This is an optimization exercise on Yosys and OpenROAD, whose aim is small area and a short achievable clock period, not a production implementation.
No functional check of the RTL was part of any run shown here.
No activity file was given, so power comes from the tool's default toggle rates.

==> flow/design.v <==
module bist #(
  parameter int size   = 6,
  parameter int length = 8
) (
  input  logic              start,
  input  logic              rst,
  input  logic              clk,
  input  logic              csin,
  input  logic              rwbarin,
  input  logic              opr,
  input  logic [size-1:0]   address,
  input  logic [length-1:0] datain,
  output logic [length-1:0] dataout,
  output logic              fail
);
  logic             NbarT;              
  logic             nrm;                
  logic [9:0]       q;
  logic             cout;
  logic [7:0]       tlo, thi;           
  logic [63:0][7:0] ram;                
  logic [7:0]       rd_n;               
  logic [7:0]       rd_t;               
  logic [7:0] data_t;
  always_comb begin
    case (q[9:7])
      3'd0: data_t = 8'hAA;
      3'd1: data_t = 8'h55;
      3'd2: data_t = 8'hF0;
      3'd3: data_t = 8'h0F;
      3'd4: data_t = 8'h00;
      3'd5: data_t = 8'hFF;
      3'd6: data_t = 8'h33;
      default: data_t = 8'hCC;
    endcase
  end
  logic [7:0] d;
  logic       we;
  assign d  = nrm ? datain : data_t;
  assign we = NbarT ? ~q[6] : (csin & ~rwbarin);
  logic       mode_next;
  logic [9:0] q_next;
  always_comb begin
    if (rst) mode_next = 1'b0;
    else if (!NbarT) mode_next = start;
    else if (cout) mode_next = 1'b0;
    else mode_next = 1'b1;
    q_next = NbarT ? q + 10'd1 : 10'd0;
  end
  logic [7:0] lo, hi;
  predec u_lo (.en(nrm), .a(address[2:0]), .t(tlo), .y(lo));
  predec u_hi (.en(nrm), .a(address[5:3]), .t(thi), .y(hi));
  logic [7:0]  hiw;
  logic [63:0] de;
  always_comb begin
    hiw = hi & {8{we}};
    for (int w = 0; w < 64; w++) de[w] = hiw[w/8] & lo[w%8];
  end
  always_ff @(posedge clk)
    for (int w = 0; w < 64; w++)
      if (de[w]) ram[w] <= d;
  logic [7:0] grp [0:7];
  for (genvar i = 0; i < 8; i++) begin : g_grp
    for (genvar b = 0; b < 8; b++) begin : g_bit
      ao8 u_ao (.s(lo),
                .m({ram[8*i+7][b], ram[8*i+6][b], ram[8*i+5][b], ram[8*i+4][b],
                    ram[8*i+3][b], ram[8*i+2][b], ram[8*i+1][b], ram[8*i][b]}),
                .y(grp[i][b]));
    end
  end
  logic       to_n, to_t;               
  logic [7:0] hin, hit;
  logic       byn, byt;
  always_comb begin
    to_n = ~mode_next;
    to_t = mode_next & q_next[6];
    hin  = hi & {8{~we & to_n}};
    hit  = hi & {8{~we & to_t}};
    byn  = we & to_n;
    byt  = we & to_t;
  end
  logic [7:0] rn_next, rt_next;
  for (genvar b = 0; b < 8; b++) begin : g_rd
    ao9 u_n (.s({byn, hin}),
             .m({d[b], grp[7][b], grp[6][b], grp[5][b], grp[4][b],
                 grp[3][b], grp[2][b], grp[1][b], grp[0][b]}),
             .y(rn_next[b]));
    ao9 u_t (.s({byt, hit}),
             .m({d[b], grp[7][b], grp[6][b], grp[5][b], grp[4][b],
                 grp[3][b], grp[2][b], grp[1][b], grp[0][b]}),
             .y(rt_next[b]));
  end
  always_ff @(posedge clk) begin
    NbarT <= mode_next;
    nrm   <= ~mode_next;
    q     <= q_next;
    cout  <= NbarT && (q == 10'h3FF);
    for (int j = 0; j < 8; j++) begin
      tlo[j] <= mode_next && (q_next[2:0] == j[2:0]);
      thi[j] <= mode_next && (q_next[5:3] == j[2:0]);
    end
    rd_n <= rn_next;
    rd_t <= rt_next;
  end
  for (genvar b = 0; b < 8; b++) begin : g_out
    outgate u_o (.a(csin), .b(rwbarin), .c(rd_n[b]), .d(rd_t[b]), .y(dataout[b]));
  end
  always_ff @(posedge clk) begin
    if (rst) fail <= 1'b0;
    else if (opr && NbarT && (rwbarin || q[6]) && (rd_t != data_t)) fail <= 1'b1;
  end
endmodule
module predec (
  input  logic       en,
  input  logic [2:0] a,
  input  logic [7:0] t,
  output logic [7:0] y
);
  always_comb
    for (int j = 0; j < 8; j++) y[j] = (en && a == j[2:0]) || t[j];
endmodule
module ao8 (
  input  logic [7:0] s,
  input  logic [7:0] m,
  output logic       y
);
  assign y = |(s & m);
endmodule
module ao9 (
  input  logic [8:0] s,
  input  logic [8:0] m,
  output logic       y
);
  assign y = |(s & m);
endmodule
module outgate (
  input  logic a,
  input  logic b,
  input  logic c,
  input  logic d,
  output logic y
);
  assign y = (a & b & c) | d;
endmodule
==> flow/run.sh <==
#!/bin/bash
# synth_recipe.tcl (not shown) runs the flow's synth.tcl, then flattens the netlist and writes it again
# the make line also repeats each setting of config.mk as NAME=value (left out here)
make -C /OpenROAD-flow-scripts/flow DESIGN_CONFIG=/design/flow/config.mk WORK_HOME=/design/flow/orfs CLKGATE_MAP_FILE= SYNTH_SCRIPT=/design/flow/synth_recipe.tcl finish
==> flow/config.mk <==
export PLATFORM = sky130hd
export DESIGN_NAME = bist
export DESIGN_NICKNAME = bist
export VERILOG_FILES = /design/flow/design.v
export SDC_FILE = /design/flow/constraint.sdc
export NUM_CORES = 4
export LEC_CHECK = 0
export CAP_MARGIN = 20
export CORE_MARGIN = 2
export CORE_UTILIZATION = 40
export SETUP_SLACK_MARGIN = 2.0
export SLEW_MARGIN = 20
export SYNTH_HIERARCHICAL = 1
export SYNTH_MINIMUM_KEEP_SIZE = 0
==> flow/constraint.sdc <==
create_clock -name core_clock -period 4.5 [get_ports {clk}]
set_input_delay 0.9000 -clock core_clock [delete_from_list [all_inputs] [get_ports {clk}]]
set_output_delay 0.9000 -clock core_clock [all_outputs]
set_load 0.01 [all_outputs]
==> run notes, run 1 <==
asr flop ratio synth 0%; Nets about 1400; vias per std cell 6.43; Ys Warns 9; H-tree levels 2; Leakage slightly above 0.008 uW; Crit Path Class input port to flop; most frequent cells in the layout edfxtp_1 (512), a22oi_1 (258), and3_1 (66); CTS tree done; maximum vdd drop 0.348 mV; WL met3 approximately 6800 um; RSZ-0062 raised after global routing yes; number of setup violations in the final report 0; Mapped Area about 0.021 mm^2; Slew HR between 40% and 50%; Cell variety after synth between 50 and 60; status no timing/DRC/antenna violations; most common cell after layout, fill and taps aside edfxtp_1; Placer Congestion approximately 0.84; Avg Cell Area, Syn between 15 and 20 um^2; max_cap viols 0; layout cells sized above 1 between 15 and 20%; final cell count without fillers 2092; Clock Skew roughly 0.023 ns; fin crit share a little under three fifths; Crit path arrival time ~3 ns; Detailed Route Iter0 Violations between 2000 and 2500; clk sink count roughly 560; #FFs+latches synth between 500 and 600; max-slew violations 0; Die H around 230 um; CP Cell Sequence clkdlybuf4s50_1 -> nor2_2 -> a211oi_4 -> buf_4 -> and4_4 -> and2_1 -> a22o_1 -> a221oi_2 -> nand3_1; Slowest Stage Delay on Critical Path ~0.50 ns; Hold Violations, Final 0; post-DP HPWL about 34000 um; Core ar. around 0.052 mm^2; Std-Cell Rows between 80 and 90; DRC violations left 0; sequential area share after synthesis between 70% and 80%; Worst setup SP type input port; Clock Latency Late Sink between 0.6 and 0.7 ns; io pins 29; HP Class flop to flop; I/O Buffers 28; CP max-delay cell clkdlybuf4s50_1; hold-fix buffers at CTS 0; Die Wd approximately 230 um; Final min period ~2.5 ns; drt pass-1 iters 7; Pwr Density 441 mW/mm^2; Routed Antenna Nets 0; die area ~0.054 mm^2; DR top layer met4; via count ~13000; largest net degree at the start of global routing 67; Mapped Cells approximately 1200; Total Routing Usage GR 22.6%; Layout area overhead 18.7%; metal2 WL 27200 um; CTS Root Buffer Type clkbuf_16; f_max between 0.3 and 0.4 GHz; CTS Buffer Depth 3; vias in the first global route roughly 12000; GR Overflow Total 0; WL per Instance approximately 30 um; initial antenna violation count 2; Crit. End Element flop; measured slew at the worst slew-check pin about 0.87 ns; first-pass GRT wire length 88400 um; Top FF cell, synth edfxtp_1; CTS clk-pin slew, worst paths 0.06 ns; wirelength, routed 62000 um; M1 wire length between 20000 and 30000 um; setup TNS 0 ns; Critical Path RT just over 5 ns; critical path fanouts, max 8; Num CTS Buffers 55; dpl cells 1945; Starting Density ~41%; Post-synth EDFFs 512
==> logic make-up after synthesis <==
| family | Yosys count | synth area share, % |
|---|---|---|
| and+or+nand+nor | 233 | 6.38 |
| adders and majority gates | 2 | 0.119 |
| AOI/OAI and AO/OA | 383 | 14.6 |
| xor gates and xnor gates | 16 | 0.667 |
| DFF | 558 | 77.6 |
| muxes | 3 | 0.149 |
| buffers and inverters | 25 | 0.524 |
==> final cells by class <==
class,instances,area (um^2)
diodes,1,2.50
clock buffers,75,1510
clock inverters,23,189
fillers,4284,26700
inverters,12,53.8
multi-input cells,655,5140
flip-flops and latches,558,16300
well taps,680,851
repair buffers,88,872
==> timing repair <==
action / CTS / global route
gates cloned: 16 / 2
resized for setup: 80 / 34
pin swaps: 22 / 24
setup buffers: 13 / 17
endpoints found under the setup margin: 787 / 369
==> per-module statistics from Yosys (local to each module, per instance) <==
module / flops+latches / area, um^2 / copies in the design
ao8: 0 / 36.3 / 64
bist: 558 / 17700 / 1
predec: 0 / 103 / 2
ao9: 0 / 46.3 / 16
outgate: 0 / 8.76 / 8
==> power by group <==
part	leakage (uW)	switching, uW	internal (uW)	total (uW)
combinational	0.00225	604	237	841
sequential	0.00500	22.0	5740	5760
clock	0.000831	1880	2510	4390
total	0.00808	2500	8490	11000
==> through the flow <==
step | util (%) | hold WS [ns] | instance area (um^2) | power, uW | setup slack (ns)
5_1_grt | 48.3 | 0.592 | 24900 | 11300 | 1.97
6_report | 48.3 | 0.563 | 24900 | 11000 | 2.00
4_1_cts | 47.6 | 0.558 | 24600 | 11000 | 1.96
3_3_place_gp | 43.4 | 0.517 | 22400 | 6560 | 0.717
3_5_place_dp | 43.4 | 0.527 | 22400 | 6570 | 0.655
2_1_floorplan | - | 0.477 | 21000 | 6220 | 1.92
==> final timing paths <==
kind          from       to  slack (ns)  depth (start not counted)
max          start  rd_t[7]        2.00                          9
min reg2reg   q[0]   tlo[2]        0.56                          2
min           q[0]   tlo[2]        0.56                          2
max reg2reg  NbarT  ram[16]        2.03                          6
==> cells in the mapped netlist (all sizes together), types with 2 or more instances <==
cell type / number / area [um^2]
edfxtp: 512 / 15400
a311oi: 2 / 17.5
nand3: 24 / 120
mux2i: 2 / 20.0
buf: 5 / 30.0
xor2: 7 / 61.3
nand4: 64 / 400
or2: 2 / 15.0
and3: 67 / 419
a221oi: 17 / 249
o21ai: 18 / 90.1
nor2b: 4 / 40.0
nor3: 4 / 20.0
a21o: 2 / 17.5
dfxtp: 46 / 921
a41o: 6 / 67.6
clkbuf: 8 / 35.0
nor2: 28 / 108
a31oi: 2 / 12.5
and2: 18 / 114
a22o: 16 / 140
a211oi: 2 / 27.5
ha: 2 / 25.0
a31o: 16 / 140
inv: 11 / 41.3
a21oi: 7 / 35.0
nand2: 17 / 63.8
xnor2: 9 / 78.8
a222oi: 16 / 160
a22oi: 272 / 2040
==> critical path, delay by kind of cell <==
family,cells,cell delay (ns)
and+or+nand+nor,4,0.80
buffers and inverters,2,0.70
AOI/OAI and AO/OA,3,0.64
==> flip-flops by register name, indices dropped and copies added, names as in the netlist <==
signal  flops
thi         8
cout        1
ram       512
nrm         1
rd_n        8
fail        1
NbarT       1
rd_t        8
q          10
tlo         8
==> metal layers <==
metal  vias up  GRT usage (%)
li1       5619              -
met1      6891           33.8
met2       827           33.3
met3       109           4.97
met4         0           6.21
met5         -              0
==> run 2: changes to the inputs <==
--- a/flow/design.v
+++ b/flow/design.v
@@ -133,3 +133,17 @@
 );
-  assign y = |(s & m);
+  logic [3:0] x;
+  aoi22  u_x0 (.a(s[0]), .b(m[0]), .c(s[1]), .d(m[1]), .y(x[0]));
+  aoi22  u_x1 (.a(s[2]), .b(m[2]), .c(s[3]), .d(m[3]), .y(x[1]));
+  aoi22  u_x2 (.a(s[4]), .b(m[4]), .c(s[5]), .d(m[5]), .y(x[2]));
+  aoi222 u_x3 (.a(s[6]), .b(m[6]), .c(s[7]), .d(m[7]), .e(s[8]), .f(m[8]), .y(x[3]));
+  nand4  u_y  (.a(x[0]), .b(x[1]), .c(x[2]), .d(x[3]), .y(y));
+endmodule
+module aoi22 (input logic a, b, c, d, output logic y);
+  assign y = ~((a & b) | (c & d));
+endmodule
+module aoi222 (input logic a, b, c, d, e, f, output logic y);
+  assign y = ~((a & b) | (c & d) | (e & f));
+endmodule
+module nand4 (input logic a, b, c, d, output logic y);
+  assign y = ~(a & b & c & d);
 endmodule
==> run notes, run 2 <==
Final min period 2.53 ns (+0.0243 ns); wirelength, routed 63500 um (+2.5%); first-pass GRT wire length 87900 um (-0.55%); max_cap viols 0 (unchanged); Largest register FFs 512 (unchanged); io pins 29 (unchanged); worst r2r path cells 7 (+1); Core ar. 0.0523 mm^2 (+1.4%); clk sink count 558 (unchanged); Ys Warns 9 (unchanged); H-tree levels 2 (unchanged); Hold Crit Depth 2 (unchanged); Fillers 4435 (+3.5%); CTS tree done; most frequent cells in the layout edfxtp_1 (512), a22oi_1 (252), nand4_1 (80); biggest regs ram x512, q x10; dpl cells 1951 (+0.31%); r2r setup slk 2.00 ns (-0.03 ns); Die H 234 um (+0.28%); Commonest cells post-synth edfxtp_1 (512), a22oi_1 (256), nand4_1 (80), and3_1 (67), a22oi_2 (48); Hold Path Origin q[0]; dpl cell area 0.0226 mm^2 (+0.65%); Reg with most FFs ram; CTS Root Buffer Type clkbuf_16; synth top area cells edfxtp_1 (73%), a22oi_1 (9.1%), dfxtp_1 (4.4%); RSZ-0062 raised after global routing yes; asr flop ratio synth 0% (unchanged); HP Class flop to flop; Hold EP tlo[2]; final design instance area without fill 0.0251 mm^2 (+0.56%); Leakage 0.00801 uW (-0.82%); largest net degree at the start of global routing 67 (unchanged); Slew HR 31.0% (-11 points); vias per std cell 6.30 (-2.0%); Die Wd 234 um (+0.28%); Detailed Route Iter0 Violations 2103 (-16%); Mapped Area 0.0211 mm^2 (+0.57%); Crit path arrival time 2.77 ns (-0.27 ns); maximum vdd drop 0.292 mV (-16%); critical path fanouts, max 10 (+2); f_max 0.395 GHz (-0.96%); overall power 11100 uW (+1.4%); Mapped Cells 1220 (unchanged); CTS Buffer Depth 3 (unchanged); max-slew violations 0 (unchanged); measured slew at the worst slew-check pin 1.03 ns (+0.166 ns); top-count cell post-synth edfxtp_1; initial antenna violation count 4 (+2); number of setup violations in the final report 0 (unchanged); top-area cell type share of the netlist area 72.8% (-0.42 points); Starting Density 40.4% (-0.34 points); number of antenna diodes 0 (-1); Nets 1385 (-0.50%); status no timing/DRC/antenna violations; via count 13200 (-1.8%); WL per Instance 30.3 um (+2.3%); Clock Latency Late Sink 0.62 ns (about the same); Pwr Density 445 mW/mm^2 (+0.83%); Avg Cell Area, Syn 17.3 um^2 (+0.57%); Total Routing Usage GR 22.5% (-0.15 points); most common cell after layout, fill and taps aside edfxtp_1; CTS clk-pin slew, worst paths 0.06 ns (about the same); Crit Path Class input port to flop; fin crit share 56.2% (+0.54 points); hold-fix buffers at CTS 0 (unchanged); DRC violations left 0 (unchanged); Routed Antenna Nets 0 (unchanged); Num CTS Buffers 56 (+1.8%); vias in the first global route 12500 (-0.12%); Hold Violations, Final 0 (unchanged); die area 0.0547 mm^2 (+0.56%); I/O Buffers 28 (unchanged); post-DP HPWL 33900 um (+1.0%); drt pass-1 iters 7 (unchanged); cell taking the most area after synthesis edfxtp_1; setup TNS 0 ns (unchanged); Crit. End Element flop; Worst setup SP type input port; #FFs+latches synth 558 (unchanged); Cell variety after synth 52 (-1.9%); r2r startpoint nrm; layout cells sized above 1 19.0% (+1.8 points); Critical Path RT 4.74 ns (-0.29 ns); Top FF cell, synth edfxtp_1; Clock Skew 0.0220 ns (-0.00107 ns); R2R Path End rd_t[6]; fin util 47.9% (-0.40 points); Layout area overhead 18.7% (about the same); Post-synth EDFFs 512 (unchanged); Placer Congestion 0.866 (+2.5%); final cell count without fillers 2096 (+0.19%); Std-Cell Rows 84 (+1.2%); sequential area share after synthesis 77.2% (-0.44 points); GR Overflow Total 0 (unchanged)
-- run 2: worst max-delay path by stage --
stage	from	to	slack [ns]	cells after the start
floorplan	q[9]	ram[107]	1.57	4
global placement	address[0]	rd_t[5]	0.66	7
detailed placement	address[0]	rd_t[5]	0.65	7
CTS	q[8]	rd_t[6]	1.91	6
global route	q[8]	rd_t[6]	1.98	6
finish	address[4]	ram[300]	1.97	4
-- run 2: cell families (layout without fill, tap and decap cells) --
group | Yosys count | count (layout) | synth area share (%)
DFF | 558 | 558 | 77.2
AOI/OAI and AO/OA | 383 | 399 | 15.0
and+or+nand+nor | 233 | 234 | 6.43
buffers and inverters | 25 | 196 | 0.521
xor gates and xnor gates | 16 | 16 | 0.664
muxes | 3 | 3 | 0.148
adders and majority gates | 2 | 2 | 0.118
-- run 2: through the flow --
stage                     setup slack [ns]  hold WS, ns
after CTS                             1.91        0.568
final                                 1.97        0.566
after global routing                  1.98        0.607
after global placement               0.661        0.516
after floorplan                       1.57        0.477
after detailed placement             0.648        0.516
-- run 2: final cells by class --
class / count / area [um^2] / area share, %
tap: 688 / 861 / 3.43
sequential: 558 / 16300 / 65.1
inverter: 12 / 55.1 / 0.220
clock buffer: 76 / 1550 / 6.17
timing repair buffer: 81 / 822 / 3.28
clock inverter: 27 / 229 / 0.913
multi-input combinational: 654 / 5250 / 20.9
-- run 2: timing repair --
action,4_1_cts,5_1_grt
resized for setup,77,40
pin swaps,14,11
buffers inserted,12,12
setup endpoints to repair,840,247
gates cloned,12,5
-- run 2: metal layers --
layer	part of all wire [%]	vias to the layer above	global-route usage [%]
li1	-	5612	-
met2	45	771	34.7
met5	0	-	0
met3	11	114	5.53
met4	3.1	0	6.23
met1	41	6708	31.8
-- run 2: critical path: stages --
cell and delay (ns):
clkdlybuf4s50_1 0.61, nor2_1 0.24, a31o_1 0.45, and3_1 0.56
-- run 2: modules after synthesis, one instance, submodules excluded, excerpt --
module | copies in the design | cells
bist | 1 | 788
predec | 2 | 12
ao8 | 64 | 5
aoi22 | 48 | 1
aoi222 | 16 | 1
outgate | 8 | 1
nand4 | 16 | 1
-- run 2: report_power, final --
| part | switching (uW) | internal, uW |
|---|---|---|
| Clock | 1930 | 2620 |
| Sequential | 26.8 | 5740 |
| Combinational | 599 | 232 |
==> run 3: changes to the inputs <==
--- a/flow/config.mk
+++ b/flow/config.mk
@@ -10,3 +10,3 @@
 export CORE_UTILIZATION = 40
-export SETUP_SLACK_MARGIN = 2.0
+export SETUP_SLACK_MARGIN = 1.7
 export SLEW_MARGIN = 20
==> run notes, run 3 <==
met1 Use GR 31.0% (-0.83 points); vias in the first global route 12500 (+0.18%); setup TNS 0 ns (unchanged); Layout area overhead 16.3%; io pins 29 (unchanged); H-tree levels 2 (unchanged); Hold Violations, Final 0 (unchanged); Largest register FFs 512 (unchanged); Crit path arrival time 1.88 ns (-0.89 ns); Placer Congestion 0.881 (+1.8%); largest net degree at the start of global routing 73 (+9.0%); synth top area cells edfxtp_1 (73%), a22oi_1 (9.1%), dfxtp_1 (4.4%); Critical Path RT 3.60 ns (-1.14 ns); CTS Buffer Depth 3 (unchanged); CTS tree done; dpl cells 1952 (+0.051%); Commonest cells post-synth edfxtp_1 (512), a22oi_1 (256), nand4_1 (80), and3_1 (67), a22oi_2 (48); post-DP HPWL 35200 um (+3.8%); Final min period 2.78 ns (+0.247 ns); Cell variety after synth 52 (unchanged); critical path fanouts, max 9 (-1); Routed Antenna Nets 0 (unchanged); #FFs+latches synth 558 (unchanged); die area 0.0547 mm^2 (unchanged); asr flop ratio synth 0% (unchanged); Std-Cell Rows 84 (unchanged); fin crit share 61.7% (+5.5 points); Core ar. 0.0523 mm^2 (unchanged); f_max 0.360 GHz (-8.9%); Detailed Route Iter0 Violations 1806 (-14%); Mapped Cells 1220 (unchanged); Total Routing Usage GR 21.6% (-0.86 points); first-pass GRT wire length 85600 um (-2.6%); max_cap viols 0 (unchanged); GR Overflow Total 0 (unchanged); Clock Skew 0.0252 ns (+0.00322 ns); Worst setup SP type input port; I/O Buffers 28 (unchanged); Post-synth EDFFs 512 (unchanged); DRC violations left 0 (unchanged); RSZ-0062 raised after global routing yes; WL per Instance 28.5 um (-6.0%); gr busiest metal met2; number of antenna diodes 0 (unchanged); Nets 1354 (-2.2%); cell taking the most area after synthesis edfxtp_1; Fillers 4491 (+1.3%); overall power 10900 uW (-2.0%); Ys Warns 9 (unchanged); Crit. End Element output pin; Leakage 0.00774 uW (-3.3%); CTS clk-pin slew, worst paths 0.06 ns (about the same); Num CTS Buffers 56 (unchanged); Crit Path Class input port to output pin; number of setup violations in the final report 0 (unchanged); met2 Use GR 33.5% (-1.1 points); drt pass-1 iters 6 (-1); measured slew at the worst slew-check pin 0.867 ns (-0.168 ns); Pwr Density 445 mW/mm^2 (about the same); Mapped Area 0.0211 mm^2 (unchanged); final cell count without fillers 2066 (-1.4%); Die H 234 um (unchanged); via count 12700 (-3.5%); Slew HR 42.0% (+11 points); most common cell after layout, fill and taps aside edfxtp_1; worst r2r path cells 7 (unchanged); sequential area share after synthesis 77.2% (unchanged); wirelength, routed 58900 um (-7.3%); Die Wd 234 um (unchanged); most frequent cells in the layout edfxtp_1 (512), a22oi_1 (254), nand4_1 (80); max-slew violations 0 (unchanged); CTS Root Buffer Type clkbuf_16; top-area cell type share of the netlist area 72.8% (unchanged); Clock Latency Late Sink 0.61 ns (about the same); vias per std cell 6.17 (-2.1%); top-count cell post-synth edfxtp_1; status no timing/DRC/antenna violations; Avg Cell Area, Syn 17.3 um^2 (unchanged); GR Util met3 4.64% (-0.89 points); Hold Crit Depth 1 (-1); Starting Density 40.4% (unchanged); biggest regs ram x512, q x10; Reg with most FFs ram; HP Class flop to flop; clk sink count 558 (unchanged); layout cells sized above 1 15.9% (-3.1 points); maximum vdd drop 0.245 mV (-16%); Top FF cell, synth edfxtp_1; initial antenna violation count 0 (-4)
[run 3: cell counts after synthesis]
No cell type changed its count.
[run 3: routing by layer]
| layer | up-vias | wire length (um) |
|---|---|---|
| li1 | 5500 | - |
| met1 | 6563 | 25300 |
| met2 | 590 | 27100 |
| met3 | 93 | 5010 |
| met4 | 0 | 1460 |
| met5 | - | 0 |
[run 3: worst paths after layout]
kind	from	endpoint	slack (ns)
max reg2reg	nrm	rd_t[0]	1.75
min reg2reg	cout	NbarT	0.50
min	cout	NbarT	0.50
max	csin	dataout[7]	1.72
[run 3: what timing repair did]
| item | in CTS | in global routing |
|---|---|---|
| hold buffers | 0 | 0 |
| resized for setup | 40 | 13 |
| setup endpoints to repair | 357 | 11 |
| endpoints found under the hold margin | 0 | 0 |
| cloned | 4 | 1 |
| setup buffers | 4 | 1 |
| pin swaps | 6 | 8 |
[run 3: final cells by class]
| class | instances | area, um^2 | area share (%) |
|---|---|---|---|
| clock buffer | 71 | 1500 | 6.11 |
| clock inverter | 33 | 216 | 0.881 |
| inverter | 12 | 46.3 | 0.189 |
| multi-input combinational | 642 | 4960 | 20.2 |
| sequential | 558 | 16300 | 66.4 |
| tap | 688 | 861 | 3.51 |
| timing repair buffer | 62 | 669 | 2.73 |
[run 3: modules after synthesis (local to each module, per instance), a selection]
module,copies in the design,cells,flip-flops and latches,cell area [um^2]
nand4,16,1,0,6.26
outgate,8,1,0,8.76
bist,1,788,558,17700
aoi222,16,1,0,10.0
predec,2,12,0,103
aoi22,48,1,0,12.5
ao8,64,5,0,36.3
[run 3: cell families after synthesis]
family | after synthesis | share of synthesized area (%)
AO/OA/AOI/OAI | 383 | 15.0
flip-flops | 558 | 77.2
buffers and inverters | 25 | 0.521
multiplexers | 3 | 0.148
XOR/XNOR | 16 | 0.664
adder cells (fa/ha/maj) | 2 | 0.118
AND/OR/NAND/NOR | 233 | 6.43
[run 3: through the flow]
step / hold slack [ns] / area, um^2 / utilization [%] / setup WS [ns]
after floorplan: 0.477 / 21100 / - / 1.57
after global placement: 0.546 / 22600 / 43.1 / 0.640
after detailed placement: 0.537 / 22700 / 43.3 / 0.630
after CTS: 0.545 / 24500 / 46.8 / 1.67
after global routing: 0.509 / 24600 / 46.9 / 1.70
final: 0.499 / 24600 / 46.9 / 1.72
[run 3: power by group]
group / total, uW / internal [uW] / leakage [uW] / switching (uW)
sequential: 5770 / 5740 / 0.00500 / 29.3
combinational: 779 / 213 / 0.00190 / 566
clock: 4370 / 2460 / 0.000845 / 1910
[run 3: worst max-delay path, stage by stage]
cell and delay [ns]:
buf_4 0.19, a31o_4 0.23, clkdlybuf4s50_1 0.55
==> run 4: changes to the inputs <==
--- a/flow/design.v
+++ b/flow/design.v
@@ -20,2 +20,5 @@
   logic [7:0]       tlo, thi;           
+  logic             wt;                 
+  logic             endt;               
+  logic             kt;                 
   logic [63:0][7:0] ram;                
@@ -39,5 +42,5 @@
   assign d  = nrm ? datain : data_t;
-  assign we = NbarT ? ~q[6] : (csin & ~rwbarin);
-  logic       mode_next;
-  logic [9:0] q_next;
+  assign we = wt | (nrm & csin & ~rwbarin);
+  logic       mode_next, cout_next;
+  logic [9:0] q_next, q_next1;
   always_comb begin
@@ -47,12 +50,23 @@
     else mode_next = 1'b1;
-    q_next = NbarT ? q + 10'd1 : 10'd0;
+    q_next    = NbarT ? q + 10'd1 : 10'd0;
+    q_next1   = q_next + 10'd1;
+    cout_next = NbarT && (q == 10'h3FF);
   end
-  logic [7:0] lo, hi;
-  predec u_lo (.en(nrm), .a(address[2:0]), .t(tlo), .y(lo));
-  predec u_hi (.en(nrm), .a(address[5:3]), .t(thi), .y(hi));
-  logic [7:0]  hiw;
+  logic to_n, to_t;
+  assign to_n = rst | endt | (nrm & ~start);
+  assign to_t = ~rst & kt;
+  logic gn, gt, byn, byt;
+  assign gn  = ~we & to_n;
+  assign gt  = ~we & to_t;
+  assign byn = we & to_n;
+  assign byt = we & to_t;
+  logic [7:0] lo_r, lo_w, hin, hit, hiw;
+  predec u_lo_r (.g(1'b1), .en(nrm), .a(address[2:0]), .t(tlo), .y(lo_r));
+  predec u_lo_w (.g(1'b1), .en(nrm), .a(address[2:0]), .t(tlo), .y(lo_w));
+  predec u_hin  (.g(gn),   .en(nrm), .a(address[5:3]), .t(thi), .y(hin));
+  predec u_hit  (.g(gt),   .en(nrm), .a(address[5:3]), .t(thi), .y(hit));
+  predec u_hiw  (.g(we),   .en(nrm), .a(address[5:3]), .t(thi), .y(hiw));
   logic [63:0] de;
-  always_comb begin
-    hiw = hi & {8{we}};
-    for (int w = 0; w < 64; w++) de[w] = hiw[w/8] & lo[w%8];
+  for (genvar w = 0; w < 64; w++) begin : g_de
+    and2 u_de (.a(hiw[w/8]), .b(lo_w[w%8]), .y(de[w]));
   end
@@ -64,3 +78,3 @@
     for (genvar b = 0; b < 8; b++) begin : g_bit
-      ao8 u_ao (.s(lo),
+      ao8 u_ao (.s(lo_r),
                 .m({ram[8*i+7][b], ram[8*i+6][b], ram[8*i+5][b], ram[8*i+4][b],
@@ -69,13 +83,2 @@
     end
-  end
-  logic       to_n, to_t;               
-  logic [7:0] hin, hit;
-  logic       byn, byt;
-  always_comb begin
-    to_n = ~mode_next;
-    to_t = mode_next & q_next[6];
-    hin  = hi & {8{~we & to_n}};
-    hit  = hi & {8{~we & to_t}};
-    byn  = we & to_n;
-    byt  = we & to_t;
   end
@@ -96,3 +99,6 @@
     q     <= q_next;
-    cout  <= NbarT && (q == 10'h3FF);
+    cout  <= cout_next;
+    wt    <= mode_next & ~q_next[6];
+    endt  <= mode_next & cout_next;
+    kt    <= mode_next & ~cout_next & q_next1[6];
     for (int j = 0; j < 8; j++) begin
@@ -113,2 +119,3 @@
 module predec (
+  input  logic       g,
   input  logic       en,
@@ -119,3 +126,3 @@
   always_comb
-    for (int j = 0; j < 8; j++) y[j] = (en && a == j[2:0]) || t[j];
+    for (int j = 0; j < 8; j++) y[j] = g && ((en && a == j[2:0]) || t[j]);
 endmodule
@@ -149,2 +156,5 @@
 endmodule
+module and2 (input logic a, b, output logic y);
+  assign y = a & b;
+endmodule
 module outgate (
--- a/flow/config.mk
+++ b/flow/config.mk
@@ -10,3 +10,3 @@
 export CORE_UTILIZATION = 40
-export SETUP_SLACK_MARGIN = 1.7
+export SETUP_SLACK_MARGIN = 2.0
 export SLEW_MARGIN = 20
==> run notes, run 4 <==
status no timing/DRC/antenna violations; initial antenna violation count 5 (+5); Post-Synth XOR/XNOR Area 0.403% (-0.26 points); synth top area cells edfxtp_1 (71%), a22oi_1 (8.8%), dfxtp_1 (4.5%); Post-synth EDFFs 512 (unchanged); Core ar. 0.0537 mm^2 (+2.6%); #FFs+latches synth 561 (+0.54%); io pins 29 (unchanged); CTS Buffer Depth 3 (unchanged); Reg with most FFs ram; Num CTS Buffers 56 (unchanged); die area 0.0562 mm^2 (+2.8%); drt pass-1 iters 8 (+2); Placer Congestion 0.876 (-0.58%); delay-heaviest family, CP buffers and inverters; Clock Skew 0.0259 ns (+0.000716 ns); DRC violations left 0 (unchanged); Top FF cell, synth edfxtp_1; Hold Violations, Final 0 (unchanged); final cell count without fillers 2160 (+4.5%); adder-cell share of the synthesized area 0.161% (+0.043 points); Final min period 2.51 ns (-0.263 ns); number of setup violations in the final report 0 (unchanged); fin util 47.7% (+0.81 points); Nets 1437 (+6.1%); top-area cell type share of the netlist area 70.8% (-2.0 points); via count 13700 (+7.4%); Crit Path Class input port to output pin; Cell variety after synth 53 (+1.9%); asr flop ratio synth 0% (unchanged); CTS Root Buffer Type clkbuf_16; Die Wd 237 um (+1.4%); Mapped Area 0.0217 mm^2 (+2.8%); HP Class flop to flop; Slew HR 30.1% (-12 points); largest net degree at the start of global routing 65 (-11%); wirelength, routed 68000 um (+16%); Routed Antenna Nets 0 (unchanged); GR Overflow Total 0 (unchanged); worst r2r path cells 4 (-3); CTS clk-pin slew, worst paths 0.06 ns (about the same); I/O Buffers 28 (unchanged); crit path buf inv count 3 (+1); CP Cell Sequence buf_2 -> buf_6 -> a31o_4 -> clkbuf_2; clk sink count 561 (+0.54%); Detailed Route Iter0 Violations 1824 (+1.0%); sequential area share after synthesis 75.3% (-1.9 points); fin crit share 55.8% (-5.8 points); Clock Latency Late Sink 0.62 ns (about the same); most frequent cells in the layout edfxtp_1 (512), a22oi_1 (244), nand4_1 (82); Slowest Stage Delay on Critical Path 0.26 ns (-0.29 ns); largest family of logic cells by synthesized area compound AO/OA/AOI/OAI gates; simple-gate area share of the yosys netlist 8.15% (+1.7 points); post-DP HPWL 38200 um (+8.8%); Layout area overhead 18.0%; H-tree levels 2 (unchanged); Crit. End Element output pin; Worst setup SP type input port; Die H 237 um (+1.4%); max-slew violations 0 (unchanged); f_max 0.398 GHz (+10%); Leakage 0.00792 uW (+2.3%); vias in the first global route 13100 (+4.6%); first-pass GRT wire length 94300 um (+10%); Crit path arrival time 1.61 ns (-0.27 ns); Largest register FFs 512 (unchanged); Critical Path Stages 4 (+1); layout cells sized above 1 22.8% (+6.9 points); CP max-delay cell a31o_4; hold-fix buffers at CTS 0 (unchanged); Ys Warns 9 (unchanged); Starting Density 40.4% (+0.091 points); RSZ-0062 raised after global routing yes; measured slew at the worst slew-check pin 1.05 ns (+0.182 ns); top-count cell post-synth edfxtp_1; maximum vdd drop 0.294 mV (+20%); biggest regs ram x512, q x10; Hold Crit Depth 2 (+1); dpl cells 2027 (+3.8%); overall power 11100 uW (+1.7%); mux share of post-synthesis cell area 0.444% (+0.30 points); critical path fanouts, max 5 (-4); max_cap viols 0 (unchanged); WL per Instance 31.5 um (+11%); Avg Cell Area, Syn 16.9 um^2 (-2.2%); Commonest cells post-synth edfxtp_1 (512), a22oi_1 (256), nand4_1 (82), and2_1 (70), dfxtp_1 (49); Critical Path RT 3.60 ns (about the same); Mapped Cells 1283 (+5.2%); most common cell after layout, fill and taps aside edfxtp_1; Pwr Density 433 mW/mm^2 (-2.6%); setup TNS 0 ns (unchanged); Compound-Gate Fraction of Synth Area 15.1% (+0.13 points); vias per std cell 6.34 (+2.8%); Total Routing Usage GR 23.4% (+1.8 points); CTS tree done; Std-Cell Rows 85 (+1.2%); cell taking the most area after synthesis edfxtp_1
run 4: cell types whose count changed in the layout (fill, tap and decap cells not counted), moves of 14 or more:
cell      before  now
and3_1        67    0
and2_2         1   40
o21a_1         1   19
and4bb_2       0   14
o21a_2         0   14
run 4: power by group:
group          internal (uW)  leakage [uW]  switching [uW]
Clock                   2690      0.000894            1960
Combinational            187       0.00201             496
Sequential              5750       0.00502            22.7
run 4: cell type report:
| class | count | area (um^2) |
|---|---|---|
| tap | 696 | 871 |
| fill | 4477 | 28100 |
| timing repair buffer | 74 | 698 |
| antenna | 1 | 2.50 |
| sequential | 561 | 16400 |
| clock inverter | 42 | 364 |
| multi-input combinational | 711 | 5810 |
| inverter | 11 | 41.3 |
| clock buffer | 64 | 1470 |
run 4: repair_timing:
item / CTS / global route
resized for setup: 129 / 37
setup endpoints to repair: 687 / 399
pin swaps: 13 / 8
gates cloned: 11 / 4
setup buffers: 8 / 3
run 4: path summary, 6_finish.rpt:
kind / startpoint / slack [ns] / to
worst max register to register: nrm / 2.02 / ram[424]
worst max-delay path: rwbarin / 1.99 / dataout[0]
worst min register to register: q[0] / 0.52 / tlo[6]
worst min-delay path: q[0] / 0.52 / tlo[6]
run 4: cell families after synthesis:
family                   count (synthesis)
flip-flops                             561
AND/OR/NAND/NOR                        274
buffers and inverters                   24
other                                    1
XOR/XNOR                                10
adder cells (fa/ha/maj)                  3
multiplexers                             7
AO/OA/AOI/OAI                          403
run 4: layer usage:
layer	vias up	wire length, um	global-route usage (%)
met2	769	30900	36.6
met4	6	3130	9.49
li1	5771	-	-
met5	-	40	0
met3	143	7100	5.19
met1	7005	26900	32.0
run 4: worst min-delay path: stages (launching register included):
cell and delay, ns:
dfxtp_1 0.34, nand2_1 0.09, nor2_1 0.04
run 4: Yosys stat by module (local to each module, per instance), a selection:
module | copies in the design | cells inside
and2 | 64 | 1
ao8 | 64 | 5
aoi22 | 48 | 1
aoi222 | 16 | 1
bist | 1 | 726
nand4 | 16 | 1
predec | 5 | 17
run 4: per-stage QoR:
stage / cell area [um^2] / setup WS [ns] / hold slack (ns)
finish: 25600 / 1.99 / 0.524
global route: 25600 / 1.96 / 0.565
CTS: 25500 / 1.85 / 0.520
detailed placement: 23300 / 0.614 / 0.509
global placement: 23200 / 0.667 / 0.520
floorplan: 21700 / 1.25 / 0.466
==> run 5: changes to the inputs <==
==> flow/flow/run.sh (new file) <==
#!/bin/bash
# Layout flow: the standard flow (standard.sh), with two changes after
# the standard synthesis:
#  - the port buffers are plain buffers (buf_4) instead of the delay cells
#    buffer_ports picks by default;
#  - the delay cells are not used by repair, so no path gets a delay cell
#    as a buffer.
# Each step's output goes to a log of its own in this folder (ORFS also
# keeps its per-step logs under orfs/logs).
set -euo pipefail

bash standard.sh synth > synth.log 2>&1

export BUFFER_PORTS_ARGS="-buffer_cell sky130_fd_sc_hd__buf_4"
export DONT_USE_CELLS="sky130_fd_sc_hd__dlygate4sd1_1 sky130_fd_sc_hd__dlygate4sd2_1 sky130_fd_sc_hd__dlygate4sd3_1 sky130_fd_sc_hd__clkdlybuf4s15_1 sky130_fd_sc_hd__clkdlybuf4s15_2 sky130_fd_sc_hd__clkdlybuf4s18_1 sky130_fd_sc_hd__clkdlybuf4s18_2 sky130_fd_sc_hd__clkdlybuf4s25_1 sky130_fd_sc_hd__clkdlybuf4s25_2 sky130_fd_sc_hd__clkdlybuf4s50_1 sky130_fd_sc_hd__clkdlybuf4s50_2 sky130_fd_sc_hd__dlymetal6s2s_1 sky130_fd_sc_hd__dlymetal6s4s_1 sky130_fd_sc_hd__dlymetal6s6s_1"

bash standard.sh floorplan > floorplan.log 2>&1
bash standard.sh place > place.log 2>&1
bash standard.sh cts > cts.log 2>&1
bash standard.sh route > route.log 2>&1
bash standard.sh finish > finish.log 2>&1
==> flow/standard.sh (new file) <==
#!/bin/bash
# synth_recipe.tcl (not shown) runs the flow's synth.tcl, then flattens the netlist and writes it again
# the make line also repeats each setting of config.mk as NAME=value (left out here)
make -C /OpenROAD-flow-scripts/flow DESIGN_CONFIG=/design/flow/config.mk WORK_HOME=/design/flow/orfs CLKGATE_MAP_FILE= SYNTH_SCRIPT=/design/flow/synth_recipe.tcl "${@:-finish}"
removed: flow/run.sh
==> run notes, run 5 <==
most common cell after layout, fill and taps aside edfxtp_1; CTS Root Buffer Type clkbuf_16; Routed Antenna Nets 0 (unchanged); Mapped Area 0.0217 mm^2 (unchanged); io pins 29 (unchanged); Pwr Density 436 mW/mm^2 (+0.51%); Reg with most FFs ram; Crit Path Class input port to flop; hold-fix buffers at CTS 0 (unchanged); critical path fanouts, max 16 (+11); delay-heaviest family, CP compound AO/OA/AOI/OAI gates; largest net degree at the start of global routing 43 (-34%); first-pass GRT wire length 95300 um (+1.0%); Layout area overhead 17.9% (about the same); sw power 2480 uW (about the same); Crit. Startpoint address[0]; Top FF cell, synth edfxtp_1; Detailed Route Iter0 Violations 2148 (+18%); f_max 0.396 GHz (-0.58%); CP Cell Sequence buf_6 -> and4bb_2 -> o21a_4 -> a22oi_1 -> nand4_1 -> a222oi_1 -> nand4_1; clock network fraction of design power 42.1% (+0.2 points); Net Sw Frac 22.3% (-0.087 points); post-DP HPWL 36600 um (-4.4%); Critical Path Stages 7 (+3); max_cap viols 0 (unchanged); r2r startpoint nrm; Total Routing Usage GR 23.6% (+0.15 points); RSZ-0062 raised after global routing no; H-tree levels 2 (unchanged); CTS clk-pin slew, worst paths 0.06 ns (about the same); worst r2r path cells 6 (+2); Cell variety after synth 53 (unchanged); final cell count without fillers 2171 (+0.51%); setup TNS 0 ns (unchanged); Leakage 0.00794 uW (+0.28%); sequential power share 51.8% (-0.2 points); I/O Buffers 28 (unchanged); Worst setup SP type input port; Hold EP tlo[2]; Slowest Stage Delay on Critical Path 0.57 ns (+0.31 ns); Die Wd 237 um (unchanged); fin crit share 56.2% (+0.32 points); Mapped Cells 1283 (unchanged); Commonest cells post-synth edfxtp_1 (512), a22oi_1 (256), nand4_1 (82), and2_1 (70), dfxtp_1 (49); max-slew violations 0 (unchanged); crit-path most repeated cell nand4_1; dpl cells 2018 (-0.44%); R2R Path End rd_n[1]; Hold Violations, Final 0 (unchanged); maximum vdd drop 0.333 mV (+13%); Std-Cell Rows 85 (unchanged); Crit. End Element flop; CTS Buffer Depth 3 (unchanged); Num CTS Buffers 56 (unchanged); number of setup violations in the final report 0 (unchanged); wirelength, routed 67600 um (-0.65%); most frequent cells in the layout edfxtp_1 (512), a22oi_1 (255), nand4_1 (82); Placer Congestion 0.893 (+1.9%); measured slew at the worst slew-check pin 0.947 ns (-0.101 ns); vias per std cell 6.39 (+0.74%); DRC violations left 0 (unchanged); clk sink count 561 (unchanged); r2r setup slk 2.00 ns (-0.02 ns); Final min period 2.53 ns (+0.0145 ns); Largest register FFs 512 (unchanged); Clock Skew 0.0340 ns (+0.00810 ns); #FFs+latches synth 561 (unchanged); Starting Density 40.4% (unchanged); top-count cell post-synth edfxtp_1; Crit path arrival time 2.98 ns (+1.37 ns); HP Class flop to flop; cell taking the most area after synthesis edfxtp_1; asr flop ratio synth 0% (unchanged); combinational power share 6.1% (about the same); CTS tree done; Int Power 8670 uW (+0.54%); sequential area share after synthesis 75.3% (unchanged); initial antenna violation count 3 (-2); CP max-delay cell a222oi_1; WL per Instance 31.1 um (-1.2%); synth top area cells edfxtp_1 (71%), a22oi_1 (8.8%), dfxtp_1 (4.5%); Core ar. 0.0537 mm^2 (unchanged); layout cells sized above 1 20.0% (-2.8 points); final design instance area without fill 0.0256 mm^2 (about the same); crit path buf inv count 1 (-2); Hold Path Origin q[0]; Avg Cell Area, Syn 16.9 um^2 (unchanged); status no timing/DRC/antenna violations; biggest regs ram x512, q x10; Hold Crit Depth 2 (unchanged); Nets 1449 (+0.84%); Critical Path RT 4.95 ns (+1.35 ns); Slew HR 35.6% (+5.5 points); die area 0.0562 mm^2 (unchanged); Post-synth EDFFs 512 (unchanged); Ys Warns 9 (unchanged); via count 13900 (+1.2%); top-area cell type share of the netlist area 70.8% (unchanged); vias in the first global route 13100 (+0.31%); drt pass-1 iters 9 (+1); dpl cell area 0.0231 mm^2 (-0.73%); Clock Latency Late Sink 0.63 ns (about the same); Die H 237 um (unchanged); GR Overflow Total 0 (unchanged)
==> run 5: cell counts after synthesis <==
No cell type changed its count.
==> run 5: how the worst max path moves through the flow <==
stage	end
detailed placement	rd_n[1]
global placement	rd_n[1]
finish	rd_n[1]
CTS	dataout[0]
floorplan	ram[103]
global route	rd_n[1]
==> run 5: worst register-to-register path: cells and delay by family (launching register included) <==
kind            cells  cell delay [ns]
compound gates      3             1.13
simple gates        3             0.81
flops               1             0.41
==> run 5: metal layers <==
metal | GRT usage (%) | share of wire, % | up-vias
met5 | 0 | 0.046 | -
met2 | 35.6 | 45 | 805
li1 | - | - | 5819
met4 | 8.65 | 3.8 | 4
met3 | 5.85 | 11 | 151
met1 | 33.2 | 41 | 7086
==> run 5: Yosys stat by module (local to each module, per instance), a selection <==
module,flops+latches,cell area (um^2),copies in the design
bist,561,17300,1
predec,0,150,5
ao8,0,36.3,64
aoi22,0,12.5,48
aoi222,0,10.0,16
outgate,0,8.76,8
and2,0,6.26,64
nand4,0,6.26,16
==> run 5: area by class of cell <==
class / count / area, um^2
Tap cell: 696 / 871
Inverter: 11 / 41.3
Fill cell: 4441 / 28100
Timing Repair Buffer: 80 / 757
Clock buffer: 69 / 1470
Clock inverter: 36 / 375
Multi-Input combinational cell: 717 / 5730
Antenna cell: 1 / 2.50
Sequential cell: 561 / 16400
==> run 5: power groups by stage <==
stage | clock network [uW] | registers [uW] | logic [uW]
after floorplan | 0 | 5890 | 293
after global placement | 0 | 5880 | 581
after detailed placement | 0 | 5880 | 592
after CTS | 4780 | 5770 | 641
after global routing | 4980 | 5770 | 709
final | 4700 | 5770 | 683
==> run 5: repair_timing <==
item                       in CTS  in global routing
setup endpoints to repair     803                 63
buffers inserted                6                 21
gates resized for setup        30                 24
hold endpoints to repair        0                  0
gates cloned                   17                  3
pin swaps                       8                 12
==> run 5: cell families after synthesis <==
group,Yosys count,share of synthesized area (%)
buffers and inverters,24,0.432
flip-flops,561,75.3
other,1,0.0173
XOR/XNOR,10,0.403
AO/OA/AOI/OAI,403,15.1
AND/OR/NAND/NOR,274,8.15
multiplexers,7,0.444
adder cells (fa/ha/maj),3,0.161
==> run 5: metrics by stage <==
stage          power, uW  setup slack (ns)  utilization, %  hold WS, ns
2_1_floorplan       6180              1.25               -        0.466
3_3_place_gp        6460              1.01            43.0        0.511
3_5_place_dp        6470              1.05            43.0        0.517
4_1_cts            11200              2.01            47.1        0.526
5_1_grt            11500              2.00            47.7        0.560
6_report           11200              1.97            47.7        0.520
==> run 6: changes to the inputs <==
--- a/flow/design.v
+++ b/flow/design.v
@@ -25,3 +25,3 @@
   logic [7:0]       rd_n;               
-  logic [7:0]       rd_t;               
+  logic [7:0]       rd_t_n;             
   logic [7:0] data_t;
@@ -84,12 +84,16 @@
   end
-  logic [7:0] rn_next, rt_next;
+  logic [7:0] rn_next, rt_next, bn, bt;
+  always_comb begin
+    bn = d & {8{byn}};
+    bt = d & {8{byt}};
+  end
   for (genvar b = 0; b < 8; b++) begin : g_rd
-    ao9 u_n (.s({byn, hin}),
-             .m({d[b], grp[7][b], grp[6][b], grp[5][b], grp[4][b],
-                 grp[3][b], grp[2][b], grp[1][b], grp[0][b]}),
-             .y(rn_next[b]));
-    ao9 u_t (.s({byt, hit}),
-             .m({d[b], grp[7][b], grp[6][b], grp[5][b], grp[4][b],
-                 grp[3][b], grp[2][b], grp[1][b], grp[0][b]}),
-             .y(rt_next[b]));
+    ao8b u_n (.s(hin),
+              .m({grp[7][b], grp[6][b], grp[5][b], grp[4][b],
+                  grp[3][b], grp[2][b], grp[1][b], grp[0][b]}),
+              .b(bn[b]), .y(rn_next[b]));
+    ao8b u_t (.s(hit),
+              .m({grp[7][b], grp[6][b], grp[5][b], grp[4][b],
+                  grp[3][b], grp[2][b], grp[1][b], grp[0][b]}),
+              .b(bt[b]), .y(rt_next[b]));
   end
@@ -108,6 +112,8 @@
     rd_n <= rn_next;
-    rd_t <= rt_next;
+    rd_t_n <= ~rt_next;
   end
+  logic [7:0] on;
   for (genvar b = 0; b < 8; b++) begin : g_out
-    outgate u_o (.a(csin), .b(rwbarin), .c(rd_n[b]), .d(rd_t[b]), .y(dataout[b]));
+    nand3 u_a (.a(csin), .b(rwbarin), .c(rd_n[b]), .y(on[b]));
+    nand2 u_o (.a(on[b]), .b(rd_t_n[b]), .y(dataout[b]));
   end
@@ -115,3 +121,3 @@
     if (rst) fail <= 1'b0;
-    else if (opr && NbarT && (rwbarin || q[6]) && (rd_t != data_t)) fail <= 1'b1;
+    else if (opr && NbarT && (rwbarin || q[6]) && (~rd_t_n != data_t)) fail <= 1'b1;
   end
@@ -135,5 +141,6 @@
 endmodule
-module ao9 (
-  input  logic [8:0] s,
-  input  logic [8:0] m,
+module ao8b (
+  input  logic [7:0] s,
+  input  logic [7:0] m,
+  input  logic       b,
   output logic       y
@@ -144,3 +151,3 @@
   aoi22  u_x2 (.a(s[4]), .b(m[4]), .c(s[5]), .d(m[5]), .y(x[2]));
-  aoi222 u_x3 (.a(s[6]), .b(m[6]), .c(s[7]), .d(m[7]), .e(s[8]), .f(m[8]), .y(x[3]));
+  aoi221 u_x3 (.a(s[6]), .b(m[6]), .c(s[7]), .d(m[7]), .e(b), .y(x[3]));
   nand4  u_y  (.a(x[0]), .b(x[1]), .c(x[2]), .d(x[3]), .y(y));
@@ -150,4 +157,4 @@
 endmodule
-module aoi222 (input logic a, b, c, d, e, f, output logic y);
-  assign y = ~((a & b) | (c & d) | (e & f));
+module aoi221 (input logic a, b, c, d, e, output logic y);
+  assign y = ~((a & b) | (c & d) | e);
 endmodule
@@ -159,10 +166,7 @@
 endmodule
-module outgate (
-  input  logic a,
-  input  logic b,
-  input  logic c,
-  input  logic d,
-  output logic y
-);
-  assign y = (a & b & c) | d;
+module nand3 (input logic a, b, c, output logic y);
+  assign y = ~(a & b & c);
 endmodule
+module nand2 (input logic a, b, output logic y);
+  assign y = ~(a & b);
+endmodule
--- a/flow/config.mk
+++ b/flow/config.mk
@@ -10,3 +10,3 @@
 export CORE_UTILIZATION = 40
-export SETUP_SLACK_MARGIN = 2.0
+export SETUP_SLACK_MARGIN = 2.2
 export SLEW_MARGIN = 20
==> run notes, run 6 <==
CP Cell Sequence buf_6 -> and4b_4 -> o21a_4 -> a22oi_1 -> nand4_1 -> a22oi_2 -> nand4_1; HP Class input port to flop; Routed Antenna Nets 0 (unchanged); Slew HR 38.9% (+3.3 points); setup TNS 0 ns (unchanged); RSZ-0062 raised after global routing yes; Mapped Area 0.0218 mm^2 (+0.58%); final design instance area without fill 0.0259 mm^2 (+1.1%); Die H 238 um (+0.28%); f_max 0.424 GHz (+7.2%); layout cells sized above 1 24.5% (+4.5 points); CP max-delay cell o21a_4; wirelength, routed 72500 um (+7.3%); GR Overflow Total 0 (unchanged); Hold Violations, Final 0 (unchanged); Avg Cell Area, Syn 16.7 um^2 (-1.1%); Commonest cells post-synth edfxtp_1 (512), a22oi_1 (256), nand4_1 (85), and2_1 (66), dfxtp_1 (49); Crit Path Class input port to flop; Core ar. 0.0539 mm^2 (+0.40%); Clock Latency Late Sink 0.63 ns (about the same); crit path buf inv count 1 (unchanged); sequential area share after synthesis 74.9% (-0.43 points); Detailed Route Iter0 Violations 2063 (-4.0%); cell taking the most area after synthesis edfxtp_1; WL per Instance 33.0 um (+6.0%); CTS clk-pin slew, worst paths 0.06 ns (about the same); max_cap viols 0 (unchanged); Nets 1478 (+2.0%); Final min period 2.36 ns (-0.170 ns); crit-path most repeated cell nand4_1; hold-fix buffers at CTS 0 (unchanged); Pwr Density 422 mW/mm^2 (-3.0%); #FFs+latches synth 561 (unchanged); Clock Skew 0.0224 ns (-0.0116 ns); number of setup violations in the final report 0 (unchanged); Crit. End Element flop; clk sink count 561 (unchanged); Mapped Cells 1305 (+1.7%); most common cell after layout, fill and taps aside edfxtp_1; dpl cell area 0.0231 mm^2 (about the same); Top FF cell, synth edfxtp_1; initial antenna violation count 6 (+3); status no timing/DRC/antenna violations; largest net degree at the start of global routing 65 (+51%); CTS Buffer Depth 3 (unchanged); biggest regs ram x512, q x10; synth top area cells edfxtp_1 (70%), a22oi_1 (8.8%), dfxtp_1 (4.5%); Slowest Stage Delay on Critical Path 0.35 ns (-0.22 ns); hold slack 0.515 ns (-0.00497 ns); asr flop ratio synth 0% (unchanged); overall power 10900 uW (-2.0%); Std-Cell Rows 85 (unchanged); Largest register FFs 512 (unchanged); top-area cell type share of the netlist area 70.4% (-0.41 points); first-pass GRT wire length 101000 um (+5.9%); measured slew at the worst slew-check pin 0.915 ns (-0.0326 ns); Die Wd 238 um (+0.28%); vias in the first global route 13500 (+2.9%); Starting Density 40.5% (+0.073 points); DRC violations left 0 (unchanged); H-tree levels 2 (unchanged); Num CTS Buffers 56 (unchanged); I/O Buffers 28 (unchanged); top-count cell post-synth edfxtp_1; maximum vdd drop 0.275 mV (-18%); Worst setup SP type input port; drt pass-1 iters 5 (-4); fin crit share 52.4% (-3.8 points); CTS tree done; most frequent cells in the layout edfxtp_1 (512), a22oi_1 (235), nand4_1 (85); via count 14400 (+3.6%); io pins 29 (unchanged); Crit path arrival time 2.81 ns (-0.17 ns); Placer Congestion 0.891 (-0.21%); Critical Path RT 4.95 ns (about the same); Post-synth EDFFs 512 (unchanged); critical path fanouts, max 16 (unchanged); delay-heaviest family, CP compound AO/OA/AOI/OAI gates; Layout area overhead 18.5%; Ys Warns 9 (unchanged); post-DP HPWL 36800 um (+0.71%); Leakage 0.00802 uW (+0.96%); CTS Root Buffer Type clkbuf_16; die area 0.0565 mm^2 (+0.57%); max-slew violations 0 (unchanged); vias per std cell 6.54 (+2.3%); Cell variety after synth 53 (unchanged); Total Routing Usage GR 25.3% (+1.7 points); Reg with most FFs ram
run 6: kinds of logic (layout without fill, tap and decap cells):
group                      Yosys count  in the layout  share of synthesized area [%]
adders and majority gates            2              2                          0.115
muxes                                6              6                          0.275
DFF                                561            561                           74.9
and+or+nand+nor                    295            295                           8.47
other                                1              8                         0.0172
buffers and inverters               36            202                          0.664
xor gates and xnor gates            17             17                          0.682
AOI/OAI and AO/OA                  387            411                           14.9
run 6: metal layers:
layer / vias to the layer above / part of all wire (%) / GRT usage [%]
li1: 5873 / - / -
met2: 942 / 44 / 37.8
met5: - / 0.018 / 0
met4: 2 / 4.3 / 10.9
met3: 155 / 11 / 5.21
met1: 7393 / 40 / 35.9
run 6: final cells by class:
type                    instances  area (um^2)
clock inverters                25          219
repair buffers                 79          742
well taps                     696          871
fillers                      4462        28000
inverters                      25          120
flip-flops and latches        561        16400
diodes                          6         15.0
multi-input cells             733         6060
clock buffers                  73         1490
run 6: final timing paths:
kind	startpoint	to	slack (ns)	cells past startpoint
max	address[1]	rd_n[1]	2.14	7
max reg2reg	nrm	rd_n[1]	2.15	8
min	rst	fail	0.52	2
min reg2reg	cout	nrm	0.53	1
run 6: stage by stage:
stage / worst slack (ns) / utilization, % / cells
2_1_floorplan: 2.10 / - / 1306
3_3_place_gp: 1.23 / 42.8 / 2032
3_5_place_dp: 1.26 / 42.8 / 2032
4_1_cts: 2.17 / 47.6 / 2183
5_1_grt: 2.15 / 48.0 / 2193
6_report: 2.14 / 48.0 / 2198
run 6: modules after synthesis (local to each module, per instance), a selection:
module / times used / area (um^2) / cells / flops+latches
and2: 64 / 6.26 / 1 / 0
nand4: 16 / 6.26 / 1 / 0
predec: 5 / 150 / 17 / 0
nand3: 8 / 5.00 / 1 / 0
nand2: 8 / 3.75 / 1 / 0
aoi22: 48 / 12.5 / 1 / 0
run 6: power by group:
part           leakage (uW)  internal [uW]  switching [uW]
logic               0.00218            199             515
clock network      0.000827           2530            1920
registers           0.00501           5750            23.5
total               0.00802           8480            2460
run 6: worst register-to-register path: stages, from the launching register on:
cell	delay, ns
dfxtp_4	0.41
nor4b_4	0.16
buf_4	0.19
o21a_4	0.29
buf_4	0.16
a22oi_1	0.21
nand4_1	0.30
a22oi_2	0.27
nand4_1	0.20
run 6: what timing repair did:
item                                   4_1_cts  5_1_grt
endpoints found under the hold margin        0        0
cloned                                      22        2
setup endpoints to repair                 1047      445
setup buffers                               31        7
gates resized for setup                     87       38
pin swaps                                   32       19
==> run 7: changes to the inputs <==
--- a/flow/design.v
+++ b/flow/design.v
@@ -68,9 +68,14 @@
   predec u_hiw  (.g(we),   .en(nrm), .a(address[5:3]), .t(thi), .y(hiw));
-  logic [63:0] de;
+  logic [63:0] de, den;
   for (genvar w = 0; w < 64; w++) begin : g_de
-    and2 u_de (.a(hiw[w/8]), .b(lo_w[w%8]), .y(de[w]));
+    and2  u_de  (.a(hiw[w/8]), .b(lo_w[w%8]), .y(de[w]));
+    nand2 u_den (.a(hiw[w/8]), .b(lo_w[w%8]), .y(den[w]));
   end
-  always_ff @(posedge clk)
-    for (int w = 0; w < 64; w++)
-      if (de[w]) ram[w] <= d;
+  logic [63:0][7:0] ram_d;
+  for (genvar w = 0; w < 64; w++) begin : g_hold
+    for (genvar b = 0; b < 8; b++) begin : g_bit
+      hold u_h (.s(de[w]), .sn(den[w]), .d(d[b]), .q(ram[w][b]), .y(ram_d[w][b]));
+    end
+  end
+  always_ff @(posedge clk) ram <= ram_d;
   logic [7:0] grp [0:7];
@@ -169,2 +174,5 @@
 endmodule
+module hold (input logic s, sn, d, q, output logic y);
+  assign y = (s & d) | (sn & q);
+endmodule
 module nand2 (input logic a, b, output logic y);
==> run notes, run 7 <==
Crit. End Element flop; largest net degree at the start of global routing 63 (-3.1%); RSZ-0062 raised after global routing yes; Hold Crit Depth 1 (-1); clk sink count 561 (unchanged); wirelength, routed 86600 um (+19%); fin util 49.2% (+1.2 points); sequential area share after synthesis 52.5% (-22 points); setup TNS 0 ns (unchanged); GR Util met3 6.72% (+1.5 points); Num CTS Buffers 57 (+1.8%); Cell variety after synth 50 (-5.7%); hold slack 0.470 ns (-0.0455 ns); Clock Skew 0.0231 ns (+0.000727 ns); crit path buf inv count 1 (unchanged); vias in the first global route 17900 (+32%); Die Wd 235 um (-1.0%); met1 Use GR 40.7% (+4.8 points); multi-input logic area 0.0109 mm^2 (+79%); Ys Warns 9 (unchanged); delay-heaviest family, CP compound AO/OA/AOI/OAI gates; R2R Path End rd_n[2]; Nets 2079 (+41%); Placer Congestion 0.906 (+1.6%); layout cells sized above 1 19.8% (-4.7 points); measured slew at the worst slew-check pin 1.09 ns (+0.177 ns); Die H 235 um (-1.0%); Mapped Cells 1877 (+44%); WL per Instance 31.0 um (-6.1%); first-pass GRT wire length 123000 um (+22%); CP max-delay cell dfxtp_4; Hold Violations, Final 0 (unchanged); storage element area 0.0112 mm^2 (-31%); synth top area cells dfxtp_1 (52%), a22o_1 (21%), a22oi_1 (9.0%); Pwr Density 441 mW/mm^2 (+4.4%); Avg Cell Area, Syn 11.4 um^2 (-32%); initial antenna violation count 3 (-3); f_max 0.412 GHz (-2.8%); critical path fanouts, max 16 (unchanged); most common cell after layout, fill and taps aside dfxtp_1; Hold Path Origin ram[143]; Largest register FFs 512 (unchanged); Routed Antenna Nets 0 (unchanged); biggest regs ram x512, q x10; H-tree levels 2 (unchanged); maximum vdd drop 0.304 mV (+11%); gr busiest metal met2; number of setup violations in the final report 0 (unchanged); post-DP HPWL 45200 um (+23%); Reg with most FFs ram; Mapped Area 0.0214 mm^2 (-2.1%); Hold EP ram[143]; fin crit share 53.9% (+1.5 points); Layout area overhead 21.4%; CTS Root Buffer Type clkbuf_16; max_cap viols 0 (unchanged); Critical Path RT 4.98 ns (+0.03 ns); GR Overflow Total 0 (unchanged); Detailed Route Iter0 Violations 2314 (+12%); r2r startpoint nrm; setup ws final 2.07 ns (-0.0680 ns); most frequent cells in the layout dfxtp_1 (554), a22o_1 (512), a22oi_1 (229); Commonest cells post-synth dfxtp_1 (561), a22o_1 (512), a22oi_1 (256), nand2_1 (87), nand4_1 (81); top-area cell type share of the netlist area 52.5% (-18 points); Slew HR 26.6% (-12 points); Final min period 2.43 ns (+0.0680 ns); drt pass-1 iters 6 (+1); Core ar. 0.0528 mm^2 (-2.2%); #FFs+latches synth 561 (unchanged); met2 Use GR 42.7% (+4.9 points); Fillers 4673 (+4.7%); worst r2r path cells 7 (-1); Slowest Stage Delay on Critical Path 0.42 ns (+0.07 ns); r2r setup slk 2.07 ns (-0.08 ns); via count 19300 (+34%); Crit path arrival time 2.90 ns (+0.09 ns); Leakage 0.00963 uW (+20%); Total Routing Usage GR 29.3% (+4.0 points); top-count cell post-synth dfxtp_1; vias per std cell 6.90 (+5.5%); CP Cell Sequence nor4b_4 -> buf_4 -> o21a_4 -> a22oi_1 -> nand4_1 -> a22oi_2 -> nand4_1; CTS tree done; Crit Path Class flop to flop; Starting Density 40.6% (about the same); Place WS 1.17 ns (-0.0899 ns); cell taking the most area after synthesis dfxtp_1; CTS Buffer Depth 3 (unchanged); Worst setup SP type flop; Std-Cell Rows 84 (-1.2%); Clock Latency Late Sink 0.63 ns (about the same); Top FF cell, synth dfxtp_1; HP Class flop to flop; asr flop ratio synth 0% (unchanged); status no timing/DRC/antenna violations; die area 0.0554 mm^2 (-2.0%); max-slew violations 0 (unchanged); io pins 29 (unchanged); I/O Buffers 28 (unchanged); Post-synth EDFFs 0 (-100%); crit-path most repeated cell nand4_1; DRC violations left 0 (unchanged); CTS clk-pin slew, worst paths 0.07 ns (about the same)
## run 7: cell types whose count changed in the layout (fill, tap and decap cells not counted), sizes merged, moves of 4 or more
cell | previous run | this run
clkinv | 19 | 15
dfxtp | 49 | 561
edfxtp | 512 | 0
nor2 | 38 | 42
diode | 6 | 1
clkbuf | 73 | 85
nand2 | 24 | 87
o21a | 60 | 67
buf | 79 | 101
a22o | 0 | 512
## run 7: cells by family (layout without fill, tap and decap cells)
| logic type | after synthesis | in the layout | share of synthesized area [%] |
|---|---|---|---|
| buffers and inverters | 40 | 236 | 0.719 |
| adder cells (fa/ha/maj) | 2 | 2 | 0.117 |
| AND/OR/NAND/NOR | 356 | 356 | 9.70 |
| AO/OA/AOI/OAI | 897 | 928 | 36.1 |
| multiplexers | 5 | 5 | 0.292 |
| XOR/XNOR | 15 | 15 | 0.614 |
| flip-flops | 561 | 561 | 52.5 |
| other | 1 | 3 | 0.0175 |
## run 7: worst max-delay path by stage
stage	start	endpoint	cells after the start
final	nrm	rd_n[2]	7
after global routing	nrm	rd_n[2]	8
after CTS	q[8]	ram[176]	7
after detailed placement	address[2]	rd_n[3]	7
after global placement	address[1]	rd_n[3]	7
after floorplan	address[2]	rd_t_n[0]	7
## run 7: what timing repair did
item,CTS,global route
buffers inserted,34,21
resized for setup,75,59
pin swaps,32,21
hold endpoints to repair,0,0
hold buffers,0,0
gates cloned,24,7
setup endpoints to repair,464,367
## run 7: area by class of cell
cell class              count  area share, %
diodes                      1        0.00963
well taps                 688           3.31
inverters                  28          0.486
multi-input cells        1308           41.8
flip-flops and latches    561           43.3
clock inverters            22          0.771
repair buffers            101           3.66
clock buffers              85           6.64
## run 7: metrics by stage
| step | total power [uW] | cells | area (um^2) |
|---|---|---|---|
| 2_1_floorplan | 6160 | 1878 | 21500 |
| 3_3_place_gp | 6470 | 2599 | 22700 |
| 3_5_place_dp | 6500 | 2600 | 22700 |
| 4_1_cts | 11400 | 2765 | 25500 |
| 5_1_grt | 11800 | 2794 | 26000 |
| 6_report | 11500 | 2794 | 26000 |
## run 7: worst reg2reg max path, stage by stage, from the launching register on
cell and delay (ns):
dfxtp_4 0.42, nor4b_4 0.16, buf_4 0.18, o21a_4 0.36, a22oi_1 0.38, nand4_1 0.37
a22oi_2 0.31, nand4_1 0.13
## run 7: routing by layer
| metal | up-vias | routed length [um] | share of wire (%) |
|---|---|---|---|
| met4 | 0 | 4600 | 5.3 |
| met1 | 9629 | 36500 | 42 |
| li1 | 8197 | - | - |
| met3 | 267 | 9320 | 11 |
| met5 | - | 0 | 0 |
| met2 | 1180 | 36200 | 42 |
## run 7: per-module statistics from Yosys (local to each module, per instance), a selection
module  flops+latches  cells
and2                0      1
aoi22               0      1
aoi221              0      1
bist              561    736
nand2               0      1
nand3               0      1
nand4               0      1
## run 7: power by group
part	switching [uW]	internal [uW]
sequential	229	5350
clock	2040	2820
combinational	600	413

-- afterwards: timing with drivers on the ports --
How much do the figures lean on ideal ports? The routed layouts below were timed once more, with nothing changed but the port constraints. Step 1, drivers: a clkbuf_16 drives clk and a buf_2 each remaining input, both assumed. Step 2 times the ports against the registers' clock, not the clock port: input delays grow and output delays shrink by t, the midpoint of the rising clock arrivals with the driver on. a / b / c = no drivers / after step 1 / after step 2; a / b = the first two.
| run | t (ns) | setup WS [ns] | latest minus earliest clock arrival (ns) | worst register clock-pin slew, ns |
|---|---|---|---|---|
| run 1 | 0.657 | 1.995 / 1.973 / 1.372 | 0.023 / 0.023 | 0.07 / 0.07 |
| run 2 | 0.661 | 1.971 / 1.970 / 1.333 | 0.022 / 0.022 | 0.06 / 0.06 |
| run 3 | 0.659 | 1.724 / 1.695 / 1.164 | 0.028 / 0.028 | 0.07 / 0.07 |
| run 4 | 0.674 | 1.987 / 1.961 / 1.336 | 0.026 / 0.026 | 0.06 / 0.06 |
| run 5 | 0.673 | 1.972 / 1.987 / 1.317 | 0.034 / 0.034 | 0.07 / 0.07 |
| run 6 | 0.681 | 2.143 / 2.126 / 1.484 | 0.025 / 0.025 | 0.06 / 0.06 |
| run 7 | 0.673 | 2.075 / 2.075 / 1.431 | 0.027 / 0.027 | 0.07 / 0.07 |
After both steps setup and hold are still met in every run listed. The setup slack of run 6, which loses most, moves by -0.017 ns with the drivers and by -0.659 ns with both steps.
